This is an optimization exercise on Yosys and OpenROAD, whose aim is small area, not a production implementation. Where RTL was checked, it was by simulation tests only, not by an equivalence proof against the original. No driver is modelled on the clock port, so clocking that relies on it looks cheaper here than on a real chip. Power figures rest on the tool's default switching activity, not on a simulated workload.

==> module cmd_decoder, before the edit <==
module cmd_decoder
(
	md2udi, reset_, clock_m2rx24, rcvd_datareg, m2rxirqb,rst_out,load,tst_state,bit35
);
	input md2udi;
	input reset_;
	input clock_m2rx24;
	output [15:0] rcvd_datareg;
	output m2rxirqb;
	output rst_out;
	output load;
	output [1:0] tst_state;
	output bit35;
localparam [3:0] IDLE_00 = 4'b0000,
                 IDLE1   = 4'b0001,
                 IDLE_01 = 4'b0010,
                 IDLE_11 = 4'b0110,
                 HEAD    = 4'b1000,
                 HEAD1   = 4'b1001,
                 START   = 4'b1010,
                 START1  = 4'b1011,
                 RECV    = 4'b1100,
                 RECV1   = 4'b1101,
                 WAIT    = 4'b1110,
                 WAIT1   = 4'b1111;
reg [3:0] state, next_state;
reg [4:0] scnt;         
reg [4:0] bcnt;         
reg [6:0] hr;           
reg [8:0] sr;           
reg [15:0] rcvd_datareg;
reg md2udireg;
reg rst_out;
wire sa = state[3], sp1 = state[2], sp0 = state[1], sm = state[0];
wire in_head  = sa & ~sp1 & ~sp0;
wire in_start = sa & ~sp1 & sp0;
wire in_recv  = sa & sp1 & ~sp0;
wire in_wait  = sa & sp1 & sp0;
wire upd_md   = ~sa | in_wait;
wire s9   = scnt[3] & scnt[2];
wire s23  = scnt[3] & scnt[2] & scnt[0];
wire term = in_head ? s9 : s23;
wire blast = (bcnt == 5'd1);
wire tick  = in_recv & s23;
wire ld    = tick & blast;
wire [15:0] word = {hr[3], hr[1], sr[8:0], hr[6], hr[5], hr[4], hr[2], hr[0]};
wire h_cmd  = (hr == 7'b0001001) | (hr == 7'b0001010) | (hr == 7'b0000101) | (hr == 7'b0000110);
wire h_data = (hr == 7'b1111001) | (hr == 7'b1111010) | (hr == 7'b1110101) | (hr == 7'b1110110);
wire h_zero = (hr == 7'b0000000);
wire c99    = (word[15:8] == 8'h99);
wire c_irq  = (c99 & (word[7:4] <= 4'ha)) | (word[15:4] == 12'h034);
wire c_w1   = c99 & (word[7:4] != 4'h0) & (word[7:4] != 4'h1) & (word[7:4] != 4'h4) & (word[7:4] <= 4'ha);
wire irq    = ld & (state[0] | c_irq);
wire rst_en = ld & ~state[0] & (word == 16'h0300);
wire loaddata = in_start & (h_cmd | (state[0] & h_data));
wire hs = in_head | (in_start & s23);
wire ss = tick & bcnt[0] & (bcnt[4] | bcnt[3] | bcnt[2]);
wire sh = hs | ss;
wire din = md2udi & term;
assign load = ld;
assign bit35 = in_recv & blast;
assign m2rxirqb = ~in_recv & (|bcnt[3:0]);
assign tst_state[1] = sp1 & (sa | ~md2udireg);
assign tst_state[0] = (sp0 & (sa | ~md2udireg)) | ld;
always @(*)
begin
	next_state[3] = ~sa ? md2udireg : (sp1 & sp0) ? ~(sm ^ md2udireg) : ~(sp0 & ~sp1 & h_zero);
	next_state[2] = ~sa ? (sp1 & ~md2udireg) : sp1 ? (~(sp0 & sm) | md2udireg) : loaddata;
	next_state[1] = ~sa ? (sp0 & ~md2udireg) : sp1 ? (sp0 ? (~sm | md2udireg) : ld) : (sp0 ? ~loaddata : s9);
	next_state[0] = in_start ? (sm & ~h_cmd & ~h_zero) : in_recv ? (sm | (ld & c_w1)) : sm;
end
always @(posedge clock_m2rx24, negedge reset_)
begin
	if (reset_ == 0)
	begin
		state <= IDLE_00;
		bcnt <= 5'd0;
		rcvd_datareg <= 16'd0;
	end
	else
	begin
		state <= next_state;
		if (in_recv ? s23 : (loaddata | (|bcnt[3:0])))
			bcnt <= (bcnt - 5'd1) | {1'b0, irq, 1'b0, 1'b0, irq};
		if (ld)
			rcvd_datareg <= word;
	end
end
always @(posedge clock_m2rx24)
begin
	if (~sa & ~sp0)
		scnt <= 5'b01010;
	else if (sa & ~in_wait)
		scnt <= term ? 5'b01010 : {scnt[3:0], ~(scnt[4] ^ scnt[1])};
	if (upd_md)
		md2udireg <= md2udi & reset_;
	rst_out <= ~rst_en;
	if (sh)
		hr[0] <= din;
	if (hs)
	begin
		hr[1] <= hr[0];
		hr[3] <= hr[2];
	end
	if (hs)
	begin
		hr[2] <= hr[1];
		hr[4] <= hr[3];
	end
	else if (ss)
	begin
		hr[2] <= hr[0];
		hr[4] <= hr[2];
	end
	if (sh)
	begin
		hr[6:5] <= hr[5:4];
		sr <= {sr[7:0], hr[6]};
	end
end
endmodule
export LEC_CHECK = 0
export CAP_MARGIN = 0
export CORE_MARGIN = 2
export CORE_UTILIZATION = 55
export GPL_TIMING_DRIVEN = 0
export PLACE_DENSITY = 0.75
export SLEW_MARGIN = 0
create_clock -name core_clock -period 10.0 [get_ports {clock_m2rx24}]
standard.sh (not shown) runs the stock make flow with config.mk's settings and CLKGATE_MAP_FILE= SYNTH_SCRIPT=/design/flow/synth_recipe.tcl, a recipe that flattens the netlist after the stock synthesis.
==> flow/flow/run.sh <==
#!/bin/bash
# Layout flow: the standard synthesis, then an area-oriented re-mapping of the
# combinational logic only (every register instance is kept as synthesised and
# the result is proven equal to the standard netlist), then the standard ORFS
# floorplan..finish with the smallest port buffers and a two-level clock tree
# built before CTS.
set -euo pipefail
HERE=$(pwd)
FD=$HERE/flow
R=$HERE/orfs/results/$FLOW_PLATFORM/cmd_decoder/base
LIB=$FLOW_HOME/platforms/$FLOW_PLATFORM/lib/sky130_fd_sc_hd__tt_025C_1v80.lib

# 1. standard synthesis
bash standard.sh synth > synth_std.log 2>&1
cp $R/1_2_yosys.v $HERE/netlist_std.v

# 2. re-map the combinational logic for area, several ABC seeds in parallel
python3 $FD/mkmodels.py $LIB $HERE/cell_models.v > mkmodels.log 2>&1
DU=$(sed -n '/DONT_USE_CELLS/,/^$/p' $FLOW_HOME/platforms/$FLOW_PLATFORM/config.mk | grep -o 'sky130_fd_sc_hd__[A-Za-z0-9_]*' | sed 's/^/-dont_use /' | tr '\n' ' ')
resyn() {
  # $1: run name, $2: deepsyn options, $3: mapping command (default amap)
  local S=$1
  printf 'strash\n&get -n\n&deepsyn %s\n&put\ndch\n%s\ntopo\n' "$2" "${3:-amap}" > $HERE/area_$S.abc
  cat > $HERE/resyn_$S.ys <<EOT
read_liberty -lib $LIB
read_verilog -overwrite $HERE/cell_models.v
read_verilog $HERE/netlist_std.v
hierarchy -top $FLOW_TOP
flatten
opt -purge
techmap
opt -fast -purge
abc -liberty $LIB $DU -script $HERE/area_$S.abc
opt_clean -purge
rename -hide w:*.*
hilomap -singleton -hicell sky130_fd_sc_hd__conb_1 HI -locell sky130_fd_sc_hd__conb_1 LO
setundef -zero
splitnets
opt_clean -purge
tee -o $HERE/resyn_$S.stat stat -liberty $LIB
write_verilog -noattr -noexpr -nohex -nodec $HERE/netlist_resyn_$S.v
EOT
  yosys -l resyn_$S.log -q $HERE/resyn_$S.ys > /dev/null 2>&1 || return 0
  # prove it equal to the standard netlist (registers paired by name)
  cat > $HERE/equiv_$S.ys <<EOT
read_verilog $HERE/cell_models.v $FD/ffmodels.v
read_verilog $HERE/netlist_std.v
rename $FLOW_TOP gold
read_verilog $HERE/netlist_resyn_$S.v
rename $FLOW_TOP gate
hierarchy -check
flatten gold gate
rename -hide gold/w:_* gate/w:_*
proc
async2sync
opt_clean
equiv_make gold gate equiv
hierarchy -top equiv
equiv_simple -seq 2
equiv_induct
equiv_status -assert
EOT
  if yosys -l equiv_$S.log -q $HERE/equiv_$S.ys > /dev/null 2>&1; then
    grep "Chip area" $HERE/resyn_$S.stat | awk -v s=$S '{print $NF, s}' > $HERE/resyn_$S.ok
  fi
}
# deterministic short runs over seeds, then longer timed runs
for J in 10 20 40; do
  for S in 0 1 2 3 4 5 6 7; do resyn j${J}s$S "-J $J -S $S -T 100" & done
  wait
done
for S in 0 1 2 3; do resyn t$S "-T 30 -S $S" & done
wait
# the same with a longer area recovery in the mapper
for S in 0 1 2 3 4 5 6 7; do resyn a$S "-J 20 -S $S -T 100" "amap -F 3 -A 8 -C 2000" & done
wait
cp $HERE/netlist_std.v $R/1_2_yosys.v
if ls $HERE/resyn_*.ok > /dev/null 2>&1; then
  best=$(cat $HERE/resyn_*.ok | sort -g | head -1 | awk '{print $2}')
  cat $HERE/resyn_*.ok > resyn_status.log
  echo "using seed $best" >> resyn_status.log
  cp $HERE/netlist_resyn_$best.v $R/1_2_yosys.v
  # buffer nets whose load exceeds what their driving cell may carry
  python3 $FD/capfix.py $LIB $HERE/netlist_resyn_$best.v $HERE/netlist_capfix.v > capfix.log 2>&1 || true
  if [[ -s $HERE/netlist_capfix.v ]]; then
    sed "s#netlist_resyn_$best.v#netlist_capfix.v#" $HERE/equiv_$best.ys > $HERE/equiv_capfix.ys
    if yosys -l equiv_capfix.log -q $HERE/equiv_capfix.ys > /dev/null 2>&1; then
      echo "capfix netlist proven equal, used" >> resyn_status.log
      cp $HERE/netlist_capfix.v $R/1_2_yosys.v
    fi
  fi
else
  echo "no re-mapped netlist proven equal; standard netlist used" > resyn_status.log
fi
rm -f $R/1_synth.odb $R/1_synth.sdc
bash standard.sh synth > synth_odb.log 2>&1

# 3. layout
export CLK_PORT_NAME=clock_m2rx24
export CLK_SLEW_TARGET=0.108
C=sky130_fd_sc_hd__clkbuf
export CLK_CANDIDATES="{1 ${C}_16 -} {3 ${C}_4 ${C}_1} {2 ${C}_8 ${C}_1} {4 ${C}_4 ${C}_1} {5 ${C}_4 ${C}_1} {3 ${C}_8 ${C}_1} {6 ${C}_4 ${C}_1} {2 ${C}_16 ${C}_1} {4 ${C}_8 ${C}_2} {5 ${C}_8 ${C}_2}"
export PRE_CTS_TCL=$FD/pre_cts.tcl
export PRE_RESIZE_TCL=$FD/pre_resize.tcl
export PORT_BUF_STRONG=sky130_fd_sc_hd__buf_2
export BUFFER_PORTS_ARGS="-buffer_cell sky130_fd_sc_hd__buf_1"
bash standard.sh > layout.log 2>&1
Other scripts of this flow, unchanged in this note and not shown: flow/flow/capfix.py, flow/flow/ffmodels.v, flow/flow/mkmodels.py, flow/flow/pre_cts.tcl, flow/flow/pre_resize.tcl
The baseline produced a clean layout.
==> next run, changes <==
--- a/flow/design.v
+++ b/flow/design.v
@@ -43,7 +43,7 @@
 wire blast = (bcnt == 5'd1);
 wire tick  = in_recv & s23;
 wire ld    = tick & blast;
-wire [15:0] word = {hr[3], hr[1], sr[8:0], hr[6], hr[5], hr[4], hr[2], hr[0]};
+wire [15:0] word = {~hr[2], hr[1], sr[8:0], hr[6], hr[5], hr[4], hr[3], hr[0]};
 wire h_cmd  = (hr == 7'b0001001) | (hr == 7'b0001010) | (hr == 7'b0000101) | (hr == 7'b0000110);
 wire h_data = (hr == 7'b1111001) | (hr == 7'b1111010) | (hr == 7'b1110101) | (hr == 7'b1110110);
 wire h_zero = (hr == 7'b0000000);
@@ -100,21 +100,15 @@
 	if (hs)
 	begin
 		hr[1] <= hr[0];
-		hr[3] <= hr[2];
+		hr[2] <= hr[1];
 	end
 	if (hs)
-	begin
-		hr[2] <= hr[1];
-		hr[4] <= hr[3];
-	end
+		hr[3] <= hr[2];
 	else if (ss)
-	begin
-		hr[2] <= hr[0];
-		hr[4] <= hr[2];
-	end
+		hr[3] <= hr[0];
 	if (sh)
 	begin
-		hr[6:5] <= hr[5:4];
+		hr[6:4] <= hr[5:3];
 		sr <= {sr[7:0], hr[6]};
 	end
 end
- cell area increases by 0.54%
- global-route usage is lower by 0.54 points
- first-iteration DRC count drops by 1.5%
- clock skew barely changes
- core utilization increases by 0.34 points
- total power goes down by 4.9%
- register-to-register slack degrades by 0.52 ns
- final cell count came out higher by 2.4%

---

Another version of the RTL of cmd_decoder (not shown whole).
For scale: roughly 25 I/O pins, about 1900 um^2 of cells after synthesis.
==> module cmd_decoder, before the edit <==
module cmd_decoder
(
	md2udi, reset_, clock_m2rx24, rcvd_datareg, m2rxirqb,rst_out,load,tst_state,bit35
);
	input md2udi;
	input reset_;
	input clock_m2rx24;
	output [15:0] rcvd_datareg;
	output m2rxirqb;
	output rst_out;
	output load;
	output [1:0] tst_state;
	output bit35;
localparam [3:0] IDLE_00 = 4'b0000,
                 IDLE1   = 4'b0001,
                 IDLE_01 = 4'b0010,
                 IDLE_11 = 4'b0110,
                 HEAD    = 4'b1000,
                 HEAD1   = 4'b1001,
                 START   = 4'b1010,
                 START1  = 4'b1011,
                 RECV    = 4'b1100,
                 RECV1   = 4'b1101,
                 WAIT    = 4'b1110,
                 WAIT1   = 4'b1111;
reg [3:0] state, next_state;
reg [4:0] scnt;         
reg [4:0] bcnt;         
reg [6:0] hr;           
reg [8:0] sr;           
reg [15:0] rcvd_datareg;
reg md2udireg;
reg rst_out;
wire sa = state[3], sp1 = state[2], sp0 = state[1], sm = state[0];
wire in_head  = sa & ~sp1 & ~sp0;
wire in_start = sa & ~sp1 & sp0;
wire in_recv  = sa & sp1 & ~sp0;
wire in_wait  = sa & sp1 & sp0;
wire upd_md   = ~sa | in_wait;
wire s9   = scnt[3] & scnt[2];
wire s23  = scnt[3] & scnt[2] & scnt[0];
wire term = in_head ? s9 : s23;
wire blast = &bcnt;
wire tick  = in_recv & s23;
wire ld    = tick & blast;
wire [15:0] word = {hr[3], hr[1], sr[8:0], hr[6], hr[5], hr[4], hr[2], hr[0]};
wire h_cmd  = (hr == 7'b0001001) | (hr == 7'b0001010) | (hr == 7'b0000101) | (hr == 7'b0000110);
wire h_data = (hr == 7'b1111001) | (hr == 7'b1111010) | (hr == 7'b1110101) | (hr == 7'b1110110);
wire h_zero = (hr == 7'b0000000);
wire c99    = (word[15:8] == 8'h99);
wire c_irq  = (c99 & (word[7:4] <= 4'ha)) | (word[15:4] == 12'h034);
wire c_w1   = c99 & (word[7:4] != 4'h0) & (word[7:4] != 4'h1) & (word[7:4] != 4'h4) & (word[7:4] <= 4'ha);
wire irq    = ld & (state[0] | c_irq);
wire rst_en = ld & ~state[0] & (word == 16'h0300);
wire loaddata = in_start & (h_cmd | (state[0] & h_data));
wire hs = in_head | (in_start & s23);
wire ss = tick & bcnt[0] & ~(bcnt[4] & bcnt[3] & bcnt[2]);
wire sh = hs | ss;
wire din = md2udi & term;
assign load = ld;
assign bit35 = in_recv & blast;
assign m2rxirqb = ~in_recv & bcnt[4];
assign tst_state[1] = sp1 & (sa | ~md2udireg);
assign tst_state[0] = (sp0 & (sa | ~md2udireg)) | ld;
always @(*)
begin
	next_state[3] = ~sa ? md2udireg : (sp1 & sp0) ? ~(sm ^ md2udireg) : ~(sp0 & ~sp1 & h_zero);
	next_state[2] = ~sa ? (sp1 & ~md2udireg) : sp1 ? (~(sp0 & sm) | md2udireg) : loaddata;
	next_state[1] = ~sa ? (sp0 & ~md2udireg) : sp1 ? (sp0 ? (~sm | md2udireg) : ld) : (sp0 ? ~loaddata : s9);
	next_state[0] = in_start ? (sm & ~h_cmd & ~h_zero) : in_recv ? (sm | (ld & c_w1)) : sm;
end
always @(posedge clock_m2rx24, negedge reset_)
begin
	if (reset_ == 0)
	begin
		state <= IDLE_00;
		bcnt <= 5'd0;
		rcvd_datareg <= 16'd0;
	end
	else
	begin
		state <= next_state;
		if (in_recv ? s23 : (loaddata | bcnt[4]))
			bcnt <= (bcnt + 5'd1) | {irq, 1'b0, irq, irq, irq};
		if (ld)
			rcvd_datareg <= word;
	end
end
always @(posedge clock_m2rx24)
begin
	if (~sa & ~sp0)
		scnt <= 5'b01010;
	else if (sa & ~in_wait)
		scnt <= term ? 5'b01010 : {scnt[3:0], ~(scnt[4] ^ scnt[1])};
	if (upd_md)
		md2udireg <= md2udi & reset_;
	rst_out <= ~rst_en;
	if (sh)
		hr[0] <= din;
	if (hs)
	begin
		hr[1] <= hr[0];
		hr[3] <= hr[2];
	end
	if (hs)
	begin
		hr[2] <= hr[1];
		hr[4] <= hr[3];
	end
	else if (ss)
	begin
		hr[2] <= hr[0];
		hr[4] <= hr[2];
	end
	if (sh)
		hr[6:5] <= hr[5:4];
	if (~in_recv | ss)
		sr <= {sr[7:0], hr[6]};
end
endmodule
==> flow/config.mk <==
export PLATFORM = sky130hd
export DESIGN_NAME = cmd_decoder
export DESIGN_NICKNAME = cmd_decoder
export VERILOG_FILES = /design/flow/design.v
export SDC_FILE = /design/flow/constraint.sdc
export NUM_CORES = 4
export LEC_CHECK = 0
export CAP_MARGIN = 0
export CORE_MARGIN = 2
export CORE_UTILIZATION = 55
export GPL_TIMING_DRIVEN = 0
export PLACE_DENSITY = 0.75
export SLEW_MARGIN = 0
==> flow/constraint.sdc <==
create_clock -name core_clock -period 10.0 [get_ports {clock_m2rx24}]
set_input_delay 2.0000 -clock core_clock [delete_from_list [all_inputs] [get_ports {clock_m2rx24}]]
set_output_delay 2.0000 -clock core_clock [all_outputs]
set_load 0.01 [all_outputs]
==> flow/flow/run.sh <==
#!/bin/bash
# Layout flow: the standard synthesis, then an area-oriented re-mapping of the
# combinational logic only (every register instance is kept as synthesised and
# the result is proven equal to the standard netlist), then the standard ORFS
# floorplan..finish with the smallest port buffers and a two-level clock tree
# built before CTS.
set -euo pipefail
HERE=$(pwd)
FD=$HERE/flow
R=$HERE/orfs/results/$FLOW_PLATFORM/cmd_decoder/base
LIB=$FLOW_HOME/platforms/$FLOW_PLATFORM/lib/sky130_fd_sc_hd__tt_025C_1v80.lib

# 1. standard synthesis
bash standard.sh synth > synth_std.log 2>&1
cp $R/1_2_yosys.v $HERE/netlist_std.v

# 2. re-map the combinational logic for area, several ABC seeds in parallel
python3 $FD/mkmodels.py $LIB $HERE/cell_models.v > mkmodels.log 2>&1
DU=$(sed -n '/DONT_USE_CELLS/,/^$/p' $FLOW_HOME/platforms/$FLOW_PLATFORM/config.mk | grep -o 'sky130_fd_sc_hd__[A-Za-z0-9_]*' | sed 's/^/-dont_use /' | tr '\n' ' ')
resyn() {
  # $1: run name, $2: deepsyn options
  local S=$1
  printf 'strash\n&get -n\n&deepsyn %s\n&put\ndch\namap\ntopo\n' "$2" > $HERE/area_$S.abc
  cat > $HERE/resyn_$S.ys <<EOT
read_liberty -lib $LIB
read_verilog -overwrite $HERE/cell_models.v
read_verilog $HERE/netlist_std.v
hierarchy -top $FLOW_TOP
flatten
opt -purge
techmap
opt -fast -purge
abc -liberty $LIB $DU -script $HERE/area_$S.abc
opt_clean -purge
rename -hide w:*.*
hilomap -singleton -hicell sky130_fd_sc_hd__conb_1 HI -locell sky130_fd_sc_hd__conb_1 LO
setundef -zero
splitnets
opt_clean -purge
tee -o $HERE/resyn_$S.stat stat -liberty $LIB
write_verilog -noattr -noexpr -nohex -nodec $HERE/netlist_resyn_$S.v
EOT
  yosys -l resyn_$S.log -q $HERE/resyn_$S.ys > /dev/null 2>&1 || return 0
  # prove it equal to the standard netlist (registers paired by name)
  cat > $HERE/equiv_$S.ys <<EOT
read_verilog $HERE/cell_models.v $FD/ffmodels.v
read_verilog $HERE/netlist_std.v
rename $FLOW_TOP gold
read_verilog $HERE/netlist_resyn_$S.v
rename $FLOW_TOP gate
hierarchy -check
flatten gold gate
rename -hide gold/w:_* gate/w:_*
proc
async2sync
opt_clean
equiv_make gold gate equiv
hierarchy -top equiv
equiv_simple -seq 2
equiv_induct
equiv_status -assert
EOT
  if yosys -l equiv_$S.log -q $HERE/equiv_$S.ys > /dev/null 2>&1; then
    grep "Chip area" $HERE/resyn_$S.stat | awk -v s=$S '{print $NF, s}' > $HERE/resyn_$S.ok
  fi
}
# deterministic short runs over seeds, then longer timed runs
for J in 10 20 40; do
  for S in 0 1 2 3 4 5 6 7; do resyn j${J}s$S "-J $J -S $S -T 100" & done
  wait
done
for S in 0 1 2 3; do resyn t$S "-T 30 -S $S" & done
wait
cp $HERE/netlist_std.v $R/1_2_yosys.v
if ls $HERE/resyn_*.ok > /dev/null 2>&1; then
  best=$(cat $HERE/resyn_*.ok | sort -g | head -1 | awk '{print $2}')
  cat $HERE/resyn_*.ok > resyn_status.log
  echo "using seed $best" >> resyn_status.log
  cp $HERE/netlist_resyn_$best.v $R/1_2_yosys.v
else
  echo "no re-mapped netlist proven equal; standard netlist used" > resyn_status.log
fi
rm -f $R/1_synth.odb $R/1_synth.sdc
bash standard.sh synth > synth_odb.log 2>&1

# 3. layout
export CLK_PORT_NAME=clock_m2rx24
export CLK_SLEW_TARGET=0.112
C=sky130_fd_sc_hd__clkbuf
export CLK_CANDIDATES="{1 ${C}_16 -} {3 ${C}_4 ${C}_2} {2 ${C}_8 ${C}_2} {4 ${C}_4 ${C}_2} {5 ${C}_4 ${C}_2} {3 ${C}_8 ${C}_2} {6 ${C}_4 ${C}_2} {2 ${C}_16 ${C}_2} {4 ${C}_8 ${C}_2}"
export PRE_CTS_TCL=$FD/pre_cts.tcl
export PRE_RESIZE_TCL=$FD/pre_resize.tcl
export PORT_BUF_STRONG=sky130_fd_sc_hd__buf_2
export BUFFER_PORTS_ARGS="-buffer_cell sky130_fd_sc_hd__buf_1"
bash standard.sh > layout.log 2>&1
Other scripts of this flow, unchanged in this note and not shown: flow/flow/ffmodels.v, flow/flow/mkmodels.py, flow/flow/pre_cts.tcl, flow/flow/pre_resize.tcl
The baseline produced a clean layout.
Change:
--- a/flow/design.v
+++ b/flow/design.v
@@ -111,10 +111,11 @@
 	begin
 		hr[2] <= hr[0];
 		hr[4] <= hr[2];
 	end
 	if (sh)
+	begin
 		hr[6:5] <= hr[5:4];
-	if (~in_recv | ss)
 		sr <= {sr[7:0], hr[6]};
+	end
 end
 endmodule
Effect:
- The changed run completed without violations
- synthesized cell count is lower by about 4%
- critical path depth stays the same
- routed wire length is higher by about 8%
- die area is lower by about 1.1%
- utilization is higher by 0.13 points
- first-iteration DRC count is higher by about 80%
- synthesized area is lower by 1.2%
- final cell count is lower by about 2%
- total power is higher by about 1%
- via count is higher by 0.42%
- cell area is lower by about 0.6%
- sequential share of layout area is higher by 0.34 points
- global-route usage is higher by 1.6 points
- worst setup slack is worse by 0.33 ns
The RTL of the first run of this note was laid out without a check of its function.

[re-timing with driven ports]
Ports are ideal in the flow. The routed layouts listed here were re-timed in OpenROAD.
Step 1: set_driving_cell puts a clkbuf_16 on clock_m2rx24 and a buf_2 on each other input, an assumption about the parent block.
Step 2 moves the port delays by t, midway between the first and last clock arrival at a register: inputs arrive t later, outputs are due t later. That takes back most of the time a late clock gives input paths.
a / b / c = no drivers / after step 1 / after step 2; a / b = the first two.
| run | t, ns | setup WS [ns] | hold slack, ns | worst setup path at the end | slew at the worst register clock pin (ns) |
|---|---|---|---|---|---|
| the first run of note 1 | 0.490 | 5.272 / 5.259 / 5.749 | 0.477 / 0.477 / 0.477 | register to output | 0.10 / 0.10 |
| the second run of note 1 | 0.502 | 4.310 / 4.297 / 4.799 | 0.462 / 0.462 / 0.462 | register to output | 0.10 / 0.10 |
| the first run of note 2 | 0.365 | 5.456 / 5.443 / 5.808 | 0.473 / 0.473 / 0.473 | register to output | 0.10 / 0.10 |
| the second run of note 2 | 0.392 | 5.122 / 5.109 / 5.500 | 0.472 / 0.472 / 0.472 | register to output | 0.11 / 0.11 |
After both steps every run listed still meets setup and hold.
